Source: an optimization exercise on an open RTL-to-GDS flow (aim: small area, a short achievable clock period and few clock cycles per item). Production flows keep margins and buffers that such runs may drop. Where RTL was checked, it was by simulation tests only, not by an equivalence proof against the original. The RTL of run 2 was laid out without a check of its function.

==> flow/design.v (outline; a module is shown in full before it is edited, if it fits) <==
// module knn_sqrt_pipeline: 59 lines
// module knn_distance: 1825 lines
// module k_nn: 154 lines
module k_nn #(
    parameter NUMBER_ELEMENTS = 6,
    parameter DATA_WIDTH = 32,
    parameter CLASS_WIDTH = 8,
    parameter NS = 4
)(
    input  wire                     clk,
    input  wire                     rst,  
    output reg                      m_axis_tvalid,
    input  wire                     m_axis_tready,
    output wire [DATA_WIDTH-1:0]    m_axis_tdata,
    output reg                      m_axis_tlast,
    input  wire                     s_axis_tvalid,
    output wire                     s_axis_tready,
    input  wire [DATA_WIDTH-1:0]    s_axis_tdata,
    input  wire                     s_axis_tlast,
    output wire [DATA_WIDTH-1:0]    distance_result
);
  // ...
==> flow/flow/run.sh <==
#!/bin/bash
# Standard ORFS layout (the standard.sh, unchanged synthesis), with the
# resizer's setup repair aimed below the 9 ns clock: repair_timing keeps
# working until setup slack reaches SETUP_SLACK_MARGIN.
set -euo pipefail
bash standard.sh SETUP_SLACK_MARGIN=${MARGIN:-5.9} finish > standard.log 2>&1
==> flow/standard.sh <==
#!/bin/bash
# synth_recipe.tcl (not shown) runs the flow's synth.tcl, then flattens the netlist and writes it again
# the make line also repeats each setting of config.mk as NAME=value (left out here)
make -C /OpenROAD-flow-scripts/flow DESIGN_CONFIG=/design/flow/config.mk WORK_HOME=/design/flow/orfs CLKGATE_MAP_FILE= SYNTH_SCRIPT=/design/flow/synth_recipe.tcl "${@:-finish}"
==> flow/config.mk <==
export PLATFORM = sky130hd
export DESIGN_NAME = k_nn
export DESIGN_NICKNAME = k_nn
export VERILOG_FILES = /design/flow/design.v
export SDC_FILE = /design/flow/constraint.sdc
export NUM_CORES = 4
export LEC_CHECK = 0
export ABC_CLOCK_PERIOD_IN_PS = 1900
export CAP_MARGIN = 20
export CORE_MARGIN = 2
export CORE_UTILIZATION = 40
export CTS_CLUSTER_DIAMETER = 120
export CTS_CLUSTER_SIZE = 29
export SLEW_MARGIN = 20
==> flow/constraint.sdc <==
create_clock -name core_clock -period 9.0 [get_ports {clk}]
set_input_delay 1.8000 -clock core_clock [delete_from_list [all_inputs] [get_ports {clk}]]
set_output_delay 1.8000 -clock core_clock [all_outputs]
set_load 0.01 [all_outputs]
==> out/qor.txt, run 1 <==
Largest family of logic cells by synthesized area: adder cells
Drt first-iter violations: 1282
Remaining DRCs: 0
Routed length on met1: 35.3 mm
CP max stage cell: fa_2
Antenna cells: 0
Fin Setup TNS: 0 ns
Max H-tree Level: 2
Die footprint: 105000 µm²
Nets: 4139
Most frequent cells in the layout: dfxtp_1, inv_1, ha_1, nand2_1, fa_1
Cell Area, Synth: 40900 µm²
DRT Pass-1 Iters: 5
Final core utilization: 0.442
Initial Utilization: 0.402
Skew-Pair Late Insertion Delay: 0.63 ns
Max-Cap Viols: 0
# rows: 117
Status: complete, no violations
Main synth FF type: dfxtp_1
Placed cells: 4901
Mean Syn Cell Area: 11.6 µm²
Busiest grt layer: met2
Routability cong.: 0.835
CP endpoint: used[2]
Number of synthesized flops with an enable pin: 182
Testbench counts, summed over its fixed seeds: cycles 7,832, queries 1,280.
==> module knn_sqrt_pipeline, before the edit <==
module knn_sqrt_pipeline #(
    parameter [16:0] CUT = 17'b11111111111101010
)(
    input  wire        clk,
    input  wire        rst,       
    input  wire        flush,     
    input  wire        vin,
    input  wire [32:0] data_in,
    output wire        vout,
    output wire [16:0] data_out
);
    wire [35:0] rem_w [0:17];
    wire [35:0] quo_w [0:17];
    wire [35:0] rad_w [0:17];
    wire        v_w   [0:17];
    assign rem_w[0] = 36'd0;
    assign quo_w[0] = 36'd0;          
    assign rad_w[0] = {3'b000, data_in};
    assign v_w[0]   = vin;
    genvar j;
    generate
        for (j = 0; j < 17; j = j + 1) begin : step
            wire [j+2:0] r2 = {rem_w[j][j:0], rad_w[j][33-2*j:32-2*j]};
            localparam [35:0] QMASK = (36'd1 << j) - 36'd1;    
            wire [j:0]   qp = ~quo_w[j][j:0] & QMASK[j:0];
            wire [j+2:0] d  = {qp, 2'b01};
            wire [j+3:0] t  = {1'b0, r2} - {1'b0, d};
            wire         ok = !t[j+3];
            wire [j+1:0] rn = ok ? t[j+1:0] : r2[j+1:0];
            wire [j:0]   qn = {quo_w[j][j:0], !ok};
            if (CUT[j]) begin : reg_s
                reg [j+1:0]      rr;
                reg [j:0]        qr;
                reg [35:0]       sr;
                reg              vr;
                always @(posedge clk) begin
                    if (!rst) vr <= 1'b0;
                    else vr <= v_w[j] & !flush;
                end
                always @(posedge clk) begin
                    rr <= rn;
                    qr <= qn;
                    sr <= rad_w[j];
                end
                assign rem_w[j+1] = rr;
                assign quo_w[j+1] = qr;
                assign rad_w[j+1] = sr;
                assign v_w[j+1]   = vr;
            end else begin : wire_s
                assign rem_w[j+1] = rn;
                assign quo_w[j+1] = qn;
                assign rad_w[j+1] = rad_w[j];
                assign v_w[j+1]   = v_w[j];
            end
        end
    endgenerate
    assign data_out = ~quo_w[17][16:0];
    assign vout     = v_w[17];
endmodule
==> run 2: changes to the inputs <==
--- a/flow/design.v
+++ b/flow/design.v
@@ -1,10 +1,10 @@
 module knn_sqrt_pipeline #(
-    parameter [16:0] CUT = 17'b11111111111101010
+    parameter [16:0] CUT = 17'b11111111111010100
 )(
     input  wire        clk,
     input  wire        rst,       
     input  wire        flush,     
     input  wire        vin,
     input  wire [32:0] data_in,
     output wire        vout,
     output wire [16:0] data_out
@@ -101,26 +101,16 @@
     reg        t4_v;
     always @(posedge clk) begin
         if (!rst) t4_v <= 1'b0;
         else t4_v <= v1 & !flush;
     end
     always @(posedge clk) begin
         t4 <= t4_d;
     end
-    wire [63:0] t6_d;
-    reg  [63:0] t6;
-    reg        t6_v;
-    always @(posedge clk) begin
-        if (!rst) t6_v <= 1'b0;
-        else t6_v <= t4_v & !flush;
-    end
-    always @(posedge clk) begin
-        t6 <= t6_d;
-    end
     wire p1;
     wire p2;
     wire p3;
     wire p4;
     wire p5;
     wire p6;
     wire p7;
     wire p8;
@@ -1807,85 +1797,35 @@
     assign s779 = t4[111] ^ s717 ^ c716;
     assign c780 = (t4[111] & s717) | (t4[111] & c716) | (s717 & c716);
     assign s781 = t4[115] ^ s719 ^ c718;
     assign c782 = (t4[115] & s719) | (t4[115] & c718) | (s719 & c718);
     assign s783 = t4[119] ^ s721 ^ c720;
     assign c784 = (t4[119] & s721) | (t4[119] & c720) | (s721 & c720);
     assign s785 = t4[123] ^ s723 ^ c722;
     assign c786 = (t4[123] & s723) | (t4[123] & c722) | (s723 & c722);
-    assign t6_d[0] = t4[0];
-    assign t6_d[1] = t4[1];
-    assign t6_d[2] = s665;
-    assign t6_d[3] = s725;
-    assign t6_d[4] = s727;
-    assign t6_d[5] = c726;
-    assign t6_d[6] = s729;
-    assign t6_d[7] = c728;
-    assign t6_d[8] = s731;
-    assign t6_d[9] = c730;
-    assign t6_d[10] = s733;
-    assign t6_d[11] = c732;
-    assign t6_d[12] = s735;
-    assign t6_d[13] = c734;
-    assign t6_d[14] = s737;
-    assign t6_d[15] = c736;
-    assign t6_d[16] = s739;
-    assign t6_d[17] = c738;
-    assign t6_d[18] = s741;
-    assign t6_d[19] = c740;
-    assign t6_d[20] = s743;
-    assign t6_d[21] = c742;
-    assign t6_d[22] = s745;
-    assign t6_d[23] = c744;
-    assign t6_d[24] = s747;
-    assign t6_d[25] = c746;
-    assign t6_d[26] = s749;
-    assign t6_d[27] = c748;
-    assign t6_d[28] = s751;
-    assign t6_d[29] = c750;
-    assign t6_d[30] = s753;
-    assign t6_d[31] = c752;
-    assign t6_d[32] = s755;
-    assign t6_d[33] = c754;
-    assign t6_d[34] = s757;
-    assign t6_d[35] = c756;
-    assign t6_d[36] = s759;
-    assign t6_d[37] = c758;
-    assign t6_d[38] = s761;
-    assign t6_d[39] = c760;
-    assign t6_d[40] = s763;
-    assign t6_d[41] = c762;
-    assign t6_d[42] = s765;
-    assign t6_d[43] = c764;
-    assign t6_d[44] = s767;
-    assign t6_d[45] = c766;
-    assign t6_d[46] = s769;
-    assign t6_d[47] = c768;
-    assign t6_d[48] = s771;
-    assign t6_d[49] = c770;
-    assign t6_d[50] = s773;
-    assign t6_d[51] = c772;
-    assign t6_d[52] = s775;
-    assign t6_d[53] = c774;
-    assign t6_d[54] = s777;
-    assign t6_d[55] = c776;
-    assign t6_d[56] = s779;
-    assign t6_d[57] = c778;
-    assign t6_d[58] = s781;
-    assign t6_d[59] = c780;
-    assign t6_d[60] = s783;
-    assign t6_d[61] = c782;
-    assign t6_d[62] = s785;
-    assign t6_d[63] = c784;
-    wire [32:0] row_a = {t6[62], t6[60], t6[58], t6[56], t6[54], t6[52], t6[50], t6[48], t6[46], t6[44], t6[42], t6[40], t6[38], t6[36], t6[34], t6[32], t6[30], t6[28], t6[26], t6[24], t6[22], t6[20], t6[18], t6[16], t6[14], t6[12], t6[10], t6[8], t6[6], t6[4], t6[2], 1'b0, t6[0]};
-    wire [32:0] row_b = {t6[63], t6[61], t6[59], t6[57], t6[55], t6[53], t6[51], t6[49], t6[47], t6[45], t6[43], t6[41], t6[39], t6[37], t6[35], t6[33], t6[31], t6[29], t6[27], t6[25], t6[23], t6[21], t6[19], t6[17], t6[15], t6[13], t6[11], t6[9], t6[7], t6[5], t6[3], 1'b0, t6[1]};
-    wire [32:0] sum = row_a + row_b;
+    wire [32:0] row_a = {s785, s783, s781, s779, s777, s775, s773, s771, s769, s767, s765, s763, s761, s759, s757, s755, s753, s751, s749, s747, s745, s743, s741, s739, s737, s735, s733, s731, s729, s727, s665, 1'b0, t4[0]};
+    wire [32:0] row_b = {c784, c782, c780, c778, c776, c774, c772, c770, c768, c766, c764, c762, c760, c758, c756, c754, c752, c750, c748, c746, c744, c742, c740, c738, c736, c734, c732, c730, c728, c726, s725, 1'b0, t4[1]};
+    wire [18:0] lo = {1'b0, row_a[17:0]} + {1'b0, row_b[17:0]};
+    reg  [18:0] lo_r;
+    reg  [14:0] ha_r, hb_r;
+    reg         sp_v;
+    always @(posedge clk) begin
+        if (!rst) sp_v <= 1'b0;
+        else sp_v <= t4_v & !flush;
+    end
+    always @(posedge clk) begin
+        lo_r <= lo;
+        ha_r <= row_a[32:18];
+        hb_r <= row_b[32:18];
+    end
+    wire [14:0] hi = ha_r + hb_r + {{(14){1'b0}}, lo_r[18]};
+    wire [32:0] sum = {hi, lo_r[17:0]};
     assign sum_sq = sum;
-    assign vout = t6_v;
+    assign vout = sp_v;
 endmodule
 module k_nn #(
     parameter NUMBER_ELEMENTS = 6,
     parameter DATA_WIDTH = 32,
     parameter CLASS_WIDTH = 8,
     parameter NS = 4
 )(
     input  wire                     clk,
--- a/flow/config.mk
+++ b/flow/config.mk
@@ -5,10 +5,10 @@
 export SDC_FILE = /design/flow/constraint.sdc
 export NUM_CORES = 4
 export LEC_CHECK = 0
 export ABC_CLOCK_PERIOD_IN_PS = 1900
 export CAP_MARGIN = 20
 export CORE_MARGIN = 2
 export CORE_UTILIZATION = 40
 export CTS_CLUSTER_DIAMETER = 120
-export CTS_CLUSTER_SIZE = 29
+export CTS_CLUSTER_SIZE = 26
 export SLEW_MARGIN = 20
==> run 2 against run 1 <==
  * Critical path type is now reg -> reg
  * Critical endpoint is now sqrt_calc.step[2].reg_s.rr[2]
  * Sequential share of layout area decreased by 1.3 points
  * Sequential cell count decreased by 51
  * Synthesized cell count decreased by 2.5%
  * Core utilization increased by 1.2 points
  * Via count decreased by 1.6%
  * Die area decreased by 4.0%
  * Highest routed layer is now met5
  * Routed wire length decreased by 1.5%
==> out/qor.txt, run 2 <==
Post-synth ARST share: 0 (unchanged)
Status: complete, no violations (unchanged)
Number of synthesized flops with an enable pin: 182 (unchanged)
CTS tree: done (unchanged)
Layout Skew: 0.0640 ns (was 0.0257 ns)
Setup WS post-layout: 5.22 ns (was 5.95 ns)
Tmin final: 3.78 ns (was 3.05 ns)
Synth-to-layout area growth: 12.0% (was 9.77%)
Hold Crit Class: reg -> reg (unchanged)
Synth top area share: 0.354 (was 0.364)
Fmax: 265 MHz (was 328 MHz)
Multi-input logic area: 19000 µm² (was 19400 µm²)
All-layer global routing usage: 0.155 (was 0.151)
Fin area: 43900 µm² (was 44900 µm²)
Yosys Warn Count: 4 (unchanged)
Period utilization: 0.419 (was 0.339)
Dpl ws: 4.75 ns (was 4.50 ns)
Initial antenna violation count: 2 (was 0)
DIE HEIGHT: 317 µm (was 324 µm)
Mean Syn Cell Area: 11.4 µm² (was 11.6 µm²)
Worst-path clk slew: 0.10 ns (was 0.11 ns)
HPWL after DPL: 54.0 mm (was 56.8 mm)
Final Setup Violations: 0 (unchanged)
Final hold vios: 0 (unchanged)
IO Port Bufs: 73 (unchanged)
First-pass GRT wire length: 125 mm (was 127 mm)
Core Area: 96900 µm² (was 102000 µm²)
Largest net degree at the start of global routing: 39 (was 48)
Routed len/inst: 15.9 µm (was 15.8 µm)
Layout cells sized above 1: 0.114 (was 0.0983)
Worst R2R Path Depth: 21 (was 13)
Worst Path Max Fanout: 3 (was 8)
Skew-Pair Late Insertion Delay: 0.64 ns (was 0.63 ns)
Routability cong.: 0.798 (was 0.835)
Inserted Clock Buffers: 40 (was 38)
CTS max path bufs: 3 (unchanged)
Slew @ Worst Pin: 0.919 ns (was 0.910 ns)
Post-Route WL: 77.6 mm (was 78.8 mm)
Via Count: 23700 (was 24100)
Worst Path Arrival: 4.27 ns (was 3.58 ns)
Storage element area: 19400 µm² (was 20400 µm²)
DP Area: 41500 µm² (was 43000 µm²)
Post-synthesis sequential area ratio: 0.493 (was 0.498)
Setup crit start kind: register (was input port)
Cell Area, Synth: 39200 µm² (was 40900 µm²)
Main synth FF type: dfxtp_1 (unchanged)
Placed cells: 4723 (was 4901)
Die footprint: 100000 µm² (was 105000 µm²)
Biggest register: sqrt_calc.step.reg_s.sr (unchanged)
Top Registers: sqrt_calc.step.reg_s.sr: 162 flops, sqrt_calc.step.reg_s.qr: 140 flops, sqrt_calc.step.reg_s.rr: 135 flops (was sqrt_calc.step.reg_s.sr: 188 flops, sqrt_calc.step.reg_s.qr: 144 flops, sqrt_calc.step.reg_s.rr: 140 flops)
Synth Instances: 3444 (was 3533)
Max H-tree Level: 2 (unchanged)
Most frequent cells in the layout: dfxtp_1, inv_1, ha_1, fa_1, and2_1 (was dfxtp_1, inv_1, ha_1, nand2_1, fa_1)
# rows: 114 (was 117)
Commonest cells in the netlist: dfxtp_1, inv_1, ha_1, fa_1, nand2_1 (was dfxtp_1, inv_1, ha_1, nand2_1, fa_1)
Final hold slack: 0.276 ns (was 0.328 ns)
DR vias/cell: 4.87 (was 4.82)
CP endpoint kind: register (unchanged)
Unique masters post-synth: 88 (was 98)
Clk sinks: 874 (was 925)
CP Data Required Time: 9.50 ns (was 9.53 ns)
Critical path class: reg -> reg (was in -> reg)
Antenna cells: 0 (unchanged)
Max-Cap Viols: 0 (unchanged)
Most common cell after layout, fill and taps aside: dfxtp_1 (unchanged)
Total I/O pin count: 104 (unchanged)
Final core utilization: 0.453 (was 0.442)
Largest register FFs: 162 (was 188)
Final non-filler cell total: 4871 (was 4998)
Horiz. Die Dim: 317 µm (was 324 µm)
Largest area contributor in the netlist: dfxtp_1 (unchanged)
Most frequent cell after synthesis: dfxtp_1 (unchanged)
DRT Pass-1 Iters: 5 (unchanged)
Hold_buf cts: 0 (unchanged)
Vias in the first global route: 24000 (was 24400)
RSZ-0062 raised after global routing: true (unchanged)
Fin Setup TNS: 0 ns (unchanged)
Nets: 4105 (was 4139)
Total grt overflow: 0 (unchanged)
Final Max Tran Viols: 0 (unchanged)
Relative slew slack: 0.386 (was 0.390)
Most area-consuming cells after synthesis: dfxtp_1, edfxtp_1, fa_1 (unchanged)
Number of cells on the worst hold path: 0 (unchanged)
Drt first-iter violations: 1245 (was 1282)
Post-DRT Antenna Nets: 0 (unchanged)
# fillers: 8887 (was 9493)
Remaining DRCs: 0 (unchanged)
Initial Utilization: 0.405 (was 0.402)
CTS Root Cell: clkbuf_16 (unchanged)
#FFs+latches synth: 874 (was 925)
## run 2: what timing repair did
| item | CTS | global route |
|---|---|---|
| endpoints found under the hold margin | 0 | 0 |
| setup endpoints to repair | 128 | 112 |
| gates cloned | 3 | 1 |
| gates resized for setup | 192 | 106 |
| pin swaps | 28 | 46 |
| setup buffers | 59 | 27 |
## run 2: kinds of logic after synthesis
logic type,share of synthesized area
compound gates,0.0983
fa+ha+maj,0.199
simple gates,0.110
buf+inv,0.0445
other cells,0.0000957
xor+xnor,0.0380
mux,0.0167
flops,0.493
## run 2: routing by layer
metal	track usage	vias up	part of all wire
met1	0.198	11500	0.44
met5	0	-	0.000090
met2	0.276	351	0.49
met3	0.0212	119	0.037
met4	0.0417	2	0.026
li1	-	11800	-
## run 2: layout make-up
cell class                      instances  area share
Timing Repair Buffer                  189      0.0363
Sequential cell                       874       0.442
Tap cell                             1276      0.0364
Clock buffer                           52      0.0238
Timing Repair inverter                  1    0.000200
Multi-Input combinational cell       2174       0.432
Clock inverter                          6     0.00234
Inverter                              299      0.0262
## run 2: worst paths after layout
kind                                         end  slack, ns                      startpoint
setup / recovery   sqrt_calc.step[2].reg_s.rr[2]       5.22              dist_calc.lo_r[18]
hold / removal    sqrt_calc.step[4].reg_s.sr[20]       0.28  sqrt_calc.step[2].reg_s.sr[20]
setup reg to reg   sqrt_calc.step[2].reg_s.rr[2]       5.22              dist_calc.lo_r[18]
hold reg to reg   sqrt_calc.step[4].reg_s.sr[20]       0.28  sqrt_calc.step[2].reg_s.sr[20]
## run 2: worst max-delay path: stages (launching register included)
cell and delay (ns):
dfxtp_2 0.33, fa_2 0.39, inv_2 0.06, fa_2 0.22
nor2b_4 0.05, o31ai_4 0.27, a21oi_2 0.11, nand2b_4 0.18
a41o_4 0.29, o21ai_2 0.13, nor2b_4 0.20, xnor2_4 0.16
ha_4 0.18, inv_4 0.04, mux2_4 0.20, inv_2 0.04
ha_4 0.16, a21oi_4 0.14, nand2_2 0.07, nor4b_4 0.13
a31oi_1 0.15, o211ai_1 0.13
==> run 3: changes to the inputs <==
--- a/flow/design.v
+++ b/flow/design.v
@@ -1,3 +1,3 @@
 module knn_sqrt_pipeline #(
-    parameter [16:0] CUT = 17'b11111111111010100
+    parameter [16:0] CUT = 17'b11111111111101010
 )(
==> run 3 against run 2 <==
  * Worst setup slack better by 0.71 ns
  * Clock skew decreased by 0.038 ns
  * Cell area increased by 0.91%
  * Non-clock buffer count shrank 53
  * Register-to-register slack improved by 0.72 ns
  * Synthesized cell count increased by 4.1%
  * Sequential share of layout area grew 1.2 points
  * Die area rose by 2.6%
  * Maximum frequency grew 23%
  * First-iteration DRC count decreased by 1.1%
  * Critical path depth fell by 8
==> out/qor.txt, run 3 <==
Status: complete, no violations (unchanged)
Antenna cells: 0 (unchanged)
Tmin final: 3.07 ns (was 3.78 ns)
Skew-Pair Late Insertion Delay: 0.62 ns (was 0.64 ns)
Total I/O pin count: 104 (unchanged)
Routability cong.: 0.827 (was 0.798)
CTS tree: done (unchanged)
Cell Area, Synth: 40200 µm² (was 39200 µm²)
Inserted Clock Buffers: 41 (was 40)
DIE HEIGHT: 321 µm (was 317 µm)
Largest net degree at the start of global routing: 48 (was 39)
Reg-to-reg endpoint: sqrt_calc.step[5].reg_s.rr[5] (was sqrt_calc.step[2].reg_s.rr[2])
Total grt overflow: 0 (unchanged)
Unique masters post-synth: 77 (was 88)
Worst R2R Path Depth: 12 (was 21)
IO Port Bufs: 73 (unchanged)
Synth-to-layout area growth: 10.1% (was 12.0%)
Mean Syn Cell Area: 11.2 µm² (was 11.4 µm²)
DR vias/cell: 4.84 (was 4.87)
First-pass GRT wire length: 123 mm (was 125 mm)
Most frequent cells in the layout: dfxtp_1, inv_1, nand2_1, ha_1, fa_1 (was dfxtp_1, inv_1, ha_1, fa_1, and2_1)
Setup crit start kind: input port (was register)
Hold_sp: sqrt_calc.step[5].reg_s.sr[18] (was sqrt_calc.step[2].reg_s.sr[20])
Max H-tree Level: 2 (unchanged)
Endpoint, Worst Hold: sqrt_calc.step[6].reg_s.sr[18] (was sqrt_calc.step[4].reg_s.sr[20])
CTS max path bufs: 3 (unchanged)
Most frequent cell after synthesis: dfxtp_1 (unchanged)
Critical path class: in -> reg (was reg -> reg)
Die footprint: 103000 µm² (was 100000 µm²)
Post-Route WL: 75.2 mm (was 77.6 mm)
Hold Crit Class: reg -> reg (unchanged)
Fin area: 44300 µm² (was 43900 µm²)
Worst-path clk slew: 0.10 ns (about the same)
CP Data Required Time: 9.52 ns (was 9.50 ns)
Nets: 4192 (was 4105)
CTS Root Cell: clkbuf_16 (unchanged)
Worst Path Arrival: 3.59 ns (was 4.27 ns)
Routed len/inst: 15.1 µm (was 15.9 µm)
Layout Skew: 0.0257 ns (was 0.0640 ns)
Fmax: 326 MHz (was 265 MHz)
Yosys Warn Count: 4 (unchanged)
Largest register FFs: 188 (was 162)
Final hold slack: 0.325 ns (was 0.276 ns)
DP Area: 42300 µm² (was 41500 µm²)
Number of synthesized flops with an enable pin: 182 (unchanged)
Post-synth ARST share: 0 (unchanged)
Most common cell after layout, fill and taps aside: dfxtp_1 (unchanged)
Core Area: 99900 µm² (was 96900 µm²)
Placed cells: 4877 (was 4723)
All-layer global routing usage: 0.146 (was 0.155)
Final Max Tran Viols: 0 (unchanged)
Layout cells sized above 1: 0.0804 (was 0.114)
CP endpoint kind: register (unchanged)
HPWL after DPL: 52.9 mm (was 54.0 mm)
Top Registers: sqrt_calc.step.reg_s.sr: 188 flops, sqrt_calc.step.reg_s.qr: 144 flops, sqrt_calc.step.reg_s.rr: 140 flops (was sqrt_calc.step.reg_s.sr: 162 flops, sqrt_calc.step.reg_s.qr: 140 flops, sqrt_calc.step.reg_s.rr: 135 flops)
#FFs+latches synth: 910 (was 874)
Slew @ Worst Pin: 1.00 ns (was 0.919 ns)
Fin Setup TNS: 0 ns (unchanged)
FF-to-FF Start: sqrt_calc.step[3].reg_s.rr[0] (was dist_calc.lo_r[18])
Post-synthesis sequential area ratio: 0.498 (was 0.493)
# rows: 116 (was 114)
Biggest register: sqrt_calc.step.reg_s.sr (unchanged)
Clk sinks: 910 (was 874)
Worst Path Max Fanout: 5 (was 3)
Final hold vios: 0 (unchanged)
Remaining DRCs: 0 (unchanged)
Commonest cells in the netlist: dfxtp_1, inv_1, nand2_1, ha_1, fa_1 (was dfxtp_1, inv_1, ha_1, fa_1, nand2_1)
DRT Pass-1 Iters: 5 (unchanged)
Largest area contributor in the netlist: dfxtp_1 (unchanged)
Final non-filler cell total: 4978 (was 4871)
Initial antenna violation count: 0 (was 2)
Synth top area share: 0.362 (was 0.354)
Period utilization: 0.341 (was 0.419)
Via Count: 24100 (was 23700)
Relative slew slack: 0.331 (was 0.386)
Vias in the first global route: 24200 (was 24000)
Most area-consuming cells after synthesis: dfxtp_1, edfxtp_1, fa_1 (unchanged)
Main synth FF type: dfxtp_1 (unchanged)
RSZ-0062 raised after global routing: true (unchanged)
Horiz. Die Dim: 321 µm (was 317 µm)
Final Setup Violations: 0 (unchanged)
Number of cells on the worst hold path: 0 (unchanged)
Initial Utilization: 0.403 (was 0.405)
Drt first-iter violations: 1231 (was 1245)
Post-DRT Antenna Nets: 0 (unchanged)
Hold_buf cts: 0 (unchanged)
Reg2reg setup slack: 5.94 ns (was 5.22 ns)
Synth Instances: 3585 (was 3444)
Max-Cap Viols: 0 (unchanged)
Final core utilization: 0.443 (was 0.453)
run 3: changes by cell type after synthesis, moves of 14 or more:
cell | before | now
inv_1 | 296 | 348
nand2_1 | 224 | 274
dfxtp_1 | 692 | 728
a21oi_1 | 120 | 155
nor3_1 | 67 | 41
o21ai_0 | 113 | 137
and2_1 | 218 | 196
o21a_1 | 56 | 37
mux2_2 | 44 | 26
nand2b_1 | 37 | 52
mux2i_1 | 12 | 26
run 3: cell type report:
cell class | count | area, µm²
fill | 9389 | 55600
multi-input combinational | 2225 | 18900
clock inverter | 6 | 95.1
timing repair buffer | 136 | 1140
inverter | 350 | 1340
sequential | 910 | 20100
tap | 1298 | 1620
clock buffer | 52 | 1070
timing repair inverter | 1 | 8.76
run 3: critical path, cell delays in order:
cell and delay, ns:
clkdlybuf4s15_1 0.20, nor2b_4 0.17, nand2b_4 0.20, clkinv_8 0.07, nand2_8 0.08, clkinv_8 0.06, ha_4 0.21, inv_4 0.05
ha_4 0.11, inv_2 0.03, fa_2 0.34, xnor2_1 0.12, and2_1 0.15
run 3: what timing repair did:
action,4_1_cts,5_1_grt
cloned,2,0
endpoints found under the setup margin,123,60
pin swaps,18,31
buffers inserted,31,10
gates resized for setup,190,77
run 3: worst max path at each step:
| stage | startpoint | end | slack [ns] | cells past startpoint |
|---|---|---|---|---|
| finish | m_axis_tready | used[2] | 5.93 | 13 |
| global placement | m_axis_tready | ia[2] | 4.56 | 10 |
| CTS | dist_calc.t4[26] | dist_calc.lo_r[17] | 5.90 | 13 |
| floorplan | m_axis_tready | used[2] | 5.45 | 13 |
| global route | sqrt_calc.step[3].reg_s.rr[0] | sqrt_calc.step[5].reg_s.rr[2] | 5.78 | 14 |
| detailed placement | m_axis_tready | ia[2] | 4.52 | 10 |
run 3: cells by family (layout without fill, tap and decap cells):
family,after synthesis,after routing,share of synthesized area
flip-flops,910,910,0.498
AND/OR/NAND/NOR,857,857,0.105
AO/OA/AOI/OAI,615,616,0.0996
adder cells (fa/ha/maj),490,490,0.195
buffers and inverters,479,545,0.0487
XOR/XNOR,181,181,0.0394
multiplexers,52,52,0.0138
other,1,29,0.0000933
run 3: metal layers:
metal	GRT usage	up-vias	share of wire
met5	0	-	0
met1	0.196	11600	0.46
li1	-	12100	-
met4	0.0374	0	0.020
met2	0.249	356	0.48
met3	0.0213	105	0.039
run 3: metrics by stage:
stage          setup slack, ns
6_report                  5.93
5_1_grt                   5.78
4_1_cts                   5.90
3_5_place_dp              4.52
3_3_place_gp              4.56
2_1_floorplan             5.45
Testbench counts of run 3, summed over its fixed seeds: cycles 7,832, queries 1,280.
==> run 4: changes to the inputs <==
--- a/flow/config.mk
+++ b/flow/config.mk
@@ -12,3 +12,3 @@
 export CTS_CLUSTER_DIAMETER = 120
-export CTS_CLUSTER_SIZE = 26
+export CTS_CLUSTER_SIZE = 29
 export SLEW_MARGIN = 20
==> run 4 against run 3 <==
  * Still clean
  * Clock skew grew 0.0053 ns
  * Worst setup slack lost 0.0023 ns
  * Synthesized cell count is the same
  * Cell count is the same
  * Critical path depth shrank 11
  * Sequential share of layout area grew 0.13 points
  * Critical endpoint is now distance_result[3]
==> out/qor.txt, run 4 <==
Hold_buf cts: 0 (unchanged)
Initial Utilization: 0.403 (unchanged)
Critical path, cell by cell: buf_6, buf_6 (was clkdlybuf4s15_1, nor2b_4, nand2b_4, clkinv_8, nand2_8, clkinv_8, ha_4, inv_4, ha_4, inv_2, fa_2, xnor2_1, and2_1)
# rows: 116 (unchanged)
Period utilization: 0.341 (about the same)
DR vias/cell: 4.83 (was 4.84)
Vias in the first global route: 24200 (about the same)
Layout Skew: 0.0311 ns (was 0.0257 ns)
Top sig layer: met4 (unchanged)
Max H-tree Level: 2 (unchanged)
Fmax: 326 MHz (about the same)
Total I/O pin count: 104 (unchanged)
Largest area contributor in the netlist: dfxtp_1 (unchanged)
First-pass GRT wire length: 123 mm (about the same)
Remaining DRCs: 0 (unchanged)
Fin Setup TNS: 0 ns (unchanged)
Tmin final: 3.07 ns (about the same)
Post-Route WL: 75.0 mm (was 75.2 mm)
Horiz. Die Dim: 321 µm (unchanged)
Total grt overflow: 0 (unchanged)
Largest register FFs: 188 (unchanged)
Inserted Clock Buffers: 37 (was 41)
Met2 WL: 35.7 mm (was 35.8 mm)
Most frequent cell after synthesis: dfxtp_1 (unchanged)
CP max stage cell: edfxtp_1 (was fa_2)
Setup crit start kind: register (was input port)
CTS tree: done (unchanged)
Final Max Tran Viols: 0 (unchanged)
Via Count: 24000 (was 24100)
Cell Area, Synth: 40200 µm² (unchanged)
Skew-Pair Late Insertion Delay: 0.62 ns (about the same)
Post-synthesis sequential area ratio: 0.498 (unchanged)
Reg2reg setup slack: 5.93 ns (was 5.94 ns)
Final Setup Violations: 0 (unchanged)
Most frequent cells in the layout: dfxtp_1, inv_1, nand2_1, ha_1, fa_1 (unchanged)
Initial antenna violation count: 0 (unchanged)
Biggest register: sqrt_calc.step.reg_s.sr (unchanged)
Post-DRT Antenna Nets: 0 (unchanged)
Layout cells sized above 1: 0.0802 (was 0.0804)
Drt first-iter violations: 1277 (was 1231)
HPWL after DPL: 52.9 mm (unchanged)
Final hold vios: 0 (unchanged)
RSZ-0062 raised after global routing: true (unchanged)
Clk sinks: 910 (unchanged)
Synth Instances: 3585 (unchanged)
Most common cell after layout, fill and taps aside: dfxtp_1 (unchanged)
CP endpoint kind: primary output (was register)
Worst Path Arrival: 1.27 ns (was 3.59 ns)
Routed length on met1: 35.2 mm (was 34.9 mm)
Max incr delay on CP: 0.43 ns (was 0.34 ns)
Synth top area share: 0.362 (unchanged)
Most used cell, CP: buf_6
DRT Pass-1 Iters: 5 (unchanged)
Commonest cells in the netlist: dfxtp_1, inv_1, nand2_1, ha_1, fa_1 (unchanged)
All-layer global routing usage: 0.146 (about the same)
Largest net degree at the start of global routing: 48 (unchanged)
IO Port Bufs: 73 (unchanged)
CTS Root Cell: clkbuf_16 (unchanged)
Unique masters post-synth: 77 (unchanged)
Fin area: 44100 µm² (was 44300 µm²)
Number of synthesized flops with an enable pin: 182 (unchanged)
Critical path class: reg -> out (was in -> reg)
Antenna cells: 0 (unchanged)
CTS max path bufs: 3 (unchanged)
Synth-to-layout area growth: 9.79% (was 10.1%)
Core Area: 99900 µm² (unchanged)
Max-Cap Viols: 0 (unchanged)
Routability cong.: 0.827 (unchanged)
Worst Path Max Fanout: 2 (was 5)
#FFs+latches synth: 910 (unchanged)
Mean Syn Cell Area: 11.2 µm² (unchanged)
DP Area: 42300 µm² (unchanged)
Yosys Warn Count: 4 (unchanged)
CP Data Required Time: 7.20 ns (was 9.52 ns)
Status: complete, no violations (unchanged)
Post-synth ARST share: 0 (unchanged)
Die footprint: 103000 µm² (unchanged)
Relative slew slack: 0.328 (was 0.331)
DIE HEIGHT: 321 µm (unchanged)
Main synth FF type: dfxtp_1 (unchanged)
Top Registers: sqrt_calc.step.reg_s.sr: 188 flops, sqrt_calc.step.reg_s.qr: 144 flops, sqrt_calc.step.reg_s.rr: 140 flops (unchanged)
Nets: 4192 (unchanged)
Routed wire length on met3: 2.46 mm (was 2.90 mm)
Slew @ Worst Pin: 1.01 ns (was 1.00 ns)
Hold Crit Class: reg -> reg (unchanged)
Routed len/inst: 15.1 µm (about the same)
Most area-consuming cells after synthesis: dfxtp_1, edfxtp_1, fa_1 (unchanged)
Worst-path clk slew: 0.11 ns (was 0.10 ns)
==> run 4: cell types whose count changed in the layout (fill, tap and decap cells not counted), moves of 2 or more <==
| cell | before | now |
|---|---|---|
| clkbuf_16 | 41 | 37 |
| clkbuf_2 | 2 | 9 |
| clkdlybuf4s15_1 | 12 | 10 |
| buf_6 | 2 | 7 |
| dlygate4sd2_1 | 0 | 2 |
| buf_2 | 19 | 16 |
| clkdlybuf4s15_2 | 6 | 0 |
==> run 4: final cells by class <==
cell class	count	area, µm²
Timing Repair inverter	1	8.76
Tap cell	1298	1620
Multi-Input combinational cell	2225	18900
Timing Repair Buffer	140	1150
Inverter	350	1340
Sequential cell	910	20100
Clock buffer	49	971
Clock inverter	5	62.6
Fill cell	9409	55700
==> run 4: repair_timing <==
action                     4_1_cts  5_1_grt
cloned                           2        0
gates resized for setup        180       86
setup buffers                   31       14
setup endpoints to repair      123       87
pin swaps                       19       39
==> run 4: kinds of logic (layout without fill, tap and decap cells) <==
logic type | after synthesis | after routing | share of synthesized area
DFF | 910 | 910 | 0.498
and+or+nand+nor | 857 | 857 | 0.105
AOI/OAI and AO/OA | 615 | 616 | 0.0996
adders and majority gates | 490 | 490 | 0.195
buffers and inverters | 479 | 545 | 0.0487
xor gates and xnor gates | 181 | 181 | 0.0394
muxes | 52 | 52 | 0.0138
other | 1 | 29 | 0.0000933
==> run 4: critical path: cells and delay by family, from the launching register on <==
family                 cells  cell delay (ns)
buffers and inverters      2             0.25
DFF                        1             0.43
==> run 4: path summary, 6_finish.rpt <==
check,endpoint,cells past startpoint,from
worst min-delay path,sqrt_calc.step[3].reg_s.sr[22],0,sqrt_calc.step[1].reg_s.sr[22]
worst min register to register,sqrt_calc.step[3].reg_s.sr[22],0,sqrt_calc.step[1].reg_s.sr[22]
worst max-delay path,distance_result[3],2,nd[3]
worst max register to register,dist_calc.lo_r[17],13,dist_calc.t4[24]
==> run 4: per-layer routing <==
metal | track usage | up-vias
met2 | 0.249 | 332
met5 | 0 | -
met3 | 0.0199 | 96
li1 | - | 12100
met1 | 0.196 | 11600
met4 | 0.0364 | 0
==> run 4: stage by stage <==
stage	hold WS, ns	utilization	std cells	worst slack, ns
2_1_floorplan	0.310	-	3613	5.45
3_3_place_gp	0.310	0.424	4876	4.56
3_5_place_dp	0.312	0.424	4877	4.52
4_1_cts	0.318	0.439	4964	5.90
5_1_grt	0.328	0.442	4978	5.82
6_report	0.321	0.442	4978	5.93

==> separate check: timing with driven ports <==
The results above use ideal ports. As a check the final layouts listed here were re-extracted and re-timed, cells and wires unchanged. Step 1 (the two cells are an assumption about what drives the block):
set clk [get_ports {clk}]
set_driving_cell -lib_cell sky130_fd_sc_hd__clkbuf_16 $clk
set_driving_cell -lib_cell sky130_fd_sc_hd__buf_2 [delete_from_list [all_inputs] $clk]
Step 2 adds t to the input delays and takes it off the output delays; t is the mean of the earliest and latest rising clock arrival at the registers after step 1. Input paths then give back, and output paths get back, about the clock's delay inside the block. Slacks: no drivers / after step 1 / after step 2; pairs: no drivers / after step 1.
run | t, ns | setup slack, ns | hold slack, ns | worst slew at a driven data input, ns
run 1 | 0.676 | 5.950 / 5.897 / 5.317 | 0.328 / 0.328 / 0.328 | 0.06
run 2 | 0.670 | 5.225 / 5.225 / 5.225 | 0.276 / 0.276 / 0.276 | 0.07
run 3 | 0.678 | 5.933 / 5.888 / 5.305 | 0.325 / 0.325 / 0.325 | 0.05
run 4 | 0.664 | 5.930 / 5.863 / 5.430 | 0.321 / 0.321 / 0.321 | 0.05
After both steps setup and hold are still met in every run listed. The setup slack of run 1, which loses most, moves by -0.053 ns with the drivers and by -0.633 ns with both steps.
